What follows belongs to an exercise in optimizing a design on an open flow for small area and a short achievable clock period; a production flow would make more cautious choices. Only simulation tests tie the RTL to the original design; equivalence was not proved.

before:
// SRGL
module SRGL(
    input wire clk,
    input wire reset,
    input wire mov,
    input wire signed [31:0] mpu_valor,
    input wire [7:0] letra_base,
    input wire mpu_valid,
    output reg ready,
    output reg [7:0] letra_final
);
Settings: LEC_CHECK=0, ABC_AREA=1, CAP_MARGIN=20, CORE_MARGIN=2, CORE_UTILIZATION=65, CTS_BUF_LIST=sky130_fd_sc_hd__clkbuf_4, SLEW_MARGIN=20, SYNTH_HIERARCHICAL=1, SYNTH_MINIMUM_KEEP_SIZE=0; clock period 90.0 ns.
run.sh (not shown) runs the stock make flow with config.mk's settings and CLKGATE_MAP_FILE= SYNTH_SCRIPT=/design/flow/synth_recipe.tcl, a recipe that flattens the netlist after the stock synthesis.
--- input diff before..after ---
- putting CTS_CLUSTER_SIZE at 40 where nothing was set
- putting CTS_CLUSTER_DIAMETER at 100 where nothing was set
- clearing CTS_BUF_LIST, which used to be sky130_fd_sc_hd__clkbuf_4
### Flow results
Clock insertion delay at the later pin of the skew report ended up 0.37 ns lower on after than on before. after was carried through to the last stage, and its layout satisfied the timing, design-rule and antenna checks. [after vs before] maximum clock rate: lower in after. Share of the core filled with cells in the final layout is lower on after. Going from before to after, wire length shrinks by about 2%. Diff after and before: data required time of the critical path lower in after. Of after and before, the run reporting the lower via count was after. There was hardly any difference in die area between before and after. Relative to before, initial antenna violation count has decreased by 2 in after.


== juniper ==
Starting RTL as in the previous note.
Settings: LEC_CHECK=0, ABC_AREA=1, CAP_MARGIN=20, CORE_MARGIN=2, CORE_UTILIZATION=65, SLEW_MARGIN=20, SYNTH_HIERARCHICAL=1, SYNTH_MINIMUM_KEEP_SIZE=0; clock period 90.0 ns.
juniper completed every stage of the flow, and the final layout passed the timing, design-rule and antenna checks.
The following lists how raven was set up differently from juniper:
# juniper
export LEC_CHECK = 0
export ABC_AREA = 1
export CAP_MARGIN = 20
export CORE_MARGIN = 2
export CORE_UTILIZATION = 65
export SLEW_MARGIN = 20
export SYNTH_HIERARCHICAL = 1
export SYNTH_MINIMUM_KEEP_SIZE = 0
create_clock -name core_clock -period 90.0 [get_ports {clk}]
# raven
export LEC_CHECK = 0
export ABC_AREA = 1
export CAP_MARGIN = 20
export CORE_MARGIN = 2
export CORE_UTILIZATION = 65
export CTS_BUF_LIST = sky130_fd_sc_hd__clkbuf_8
export CTS_CLUSTER_SIZE = 30
export SLEW_MARGIN = 20
export SYNTH_HIERARCHICAL = 1
export SYNTH_MINIMUM_KEEP_SIZE = 0
create_clock -name core_clock -period 90.0 [get_ports {clk}]
Compared with juniper, raven instantiates a larger number of standard cells.
Both conditions hold for raven: the flow ran to the end and the final layout passed the timing, design-rule and antenna checks.
On raven: hold slack is 3.2 ps lower than what juniper gave.
The number of inserted diodes in raven sits 1 above the value recorded for juniper.
Sequential share of layout area across juniper and raven: no real change.
In raven relative to juniper, clock buffer instance count of the final layout had gone up by more than a quarter.
Relative to juniper, the met3 track demand over resource in global routing of raven is higher by 1.2 points.


== run A ==
SRGL, a different RTL version from the one above (not shown whole).
Size: about 47,000 µm² of cells after synthesis.
Settings: LEC_CHECK=0, ABC_AREA=1, CAP_MARGIN=20, CORE_MARGIN=2, CORE_UTILIZATION=65, CTS_CLUSTER_DIAMETER=80, CTS_CLUSTER_SIZE=30, PLACE_DENSITY=0.88, SLEW_MARGIN=20, SYNTH_HIERARCHICAL=1, SYNTH_MINIMUM_KEEP_SIZE=0; clock period 90.0 ns.
Inputs modified between run A and run B:
Settings: PLACE_DENSITY: 0.88 -> 0.75.
==> comparison <==
- Delta (run B minus run A): count of clock-buffer cells in the layout rose 7, worst-skew pair later-pin latency fell 40 ps.
- Diff run B..run A | non-clock buffer count | unchanged
- Run B reports a higher final-layout clock-cell area share than run A does.
- Per the comparison of run B with run A, critical path depth now sits higher; first-pass GRT wire length saw a decrease; floorplan die height shows no meaningful change.
- Measured against each other, run B and run A differ in wire length after detailed routing, the higher figure coming from run A.
- Run A reports its routing layer with the top usage in global route as met2 while run B reports met1.

## re-timing with driven ports
Ports are ideal in the flow. The routed layouts listed here were re-timed in OpenROAD.
Step 1: set_driving_cell puts a clkbuf_16 on clk and a buf_2 on each other input, an assumption about the parent block.
Step 2 also shifts input and output timing later by t, the mid clock arrival at the registers, as if the neighbouring blocks saw the same clock.
a / b / c = ideal ports / drivers / drivers and shift; a / b = the first two.
| run | t (ns) | setup WS [ns] | worst hold slack (ns) | worst register clock-pin slew, ns |
|---|---|---|---|---|
| before | 1.044 | 57.384 / 57.430 / 56.385 | 0.427 / 0.427 / 0.427 | 0.08 / 0.08 |
| after | 0.702 | 57.024 / 57.070 / 56.368 | 0.455 / 0.455 / 0.455 | 0.12 / 0.12 |
| juniper | 0.684 | 56.949 / 56.995 / 56.311 | 0.448 / 0.448 / 0.448 | 0.07 / 0.07 |
| raven | 0.752 | 57.031 / 57.076 / 56.323 | 0.445 / 0.445 / 0.445 | 0.07 / 0.07 |
| run A | 0.702 | 60.312 / 60.353 / 59.652 | 0.463 / 0.463 / 0.463 | 0.11 / 0.11 |
| run B | 0.664 | 60.616 / 60.661 / 59.997 | 0.463 / 0.463 / 0.463 | 0.10 / 0.10 |
After both steps every run listed still meets setup and hold. For before, which loses most, drivers alone change the setup slack by +0.046 ns; drivers and shift together by -0.999 ns.
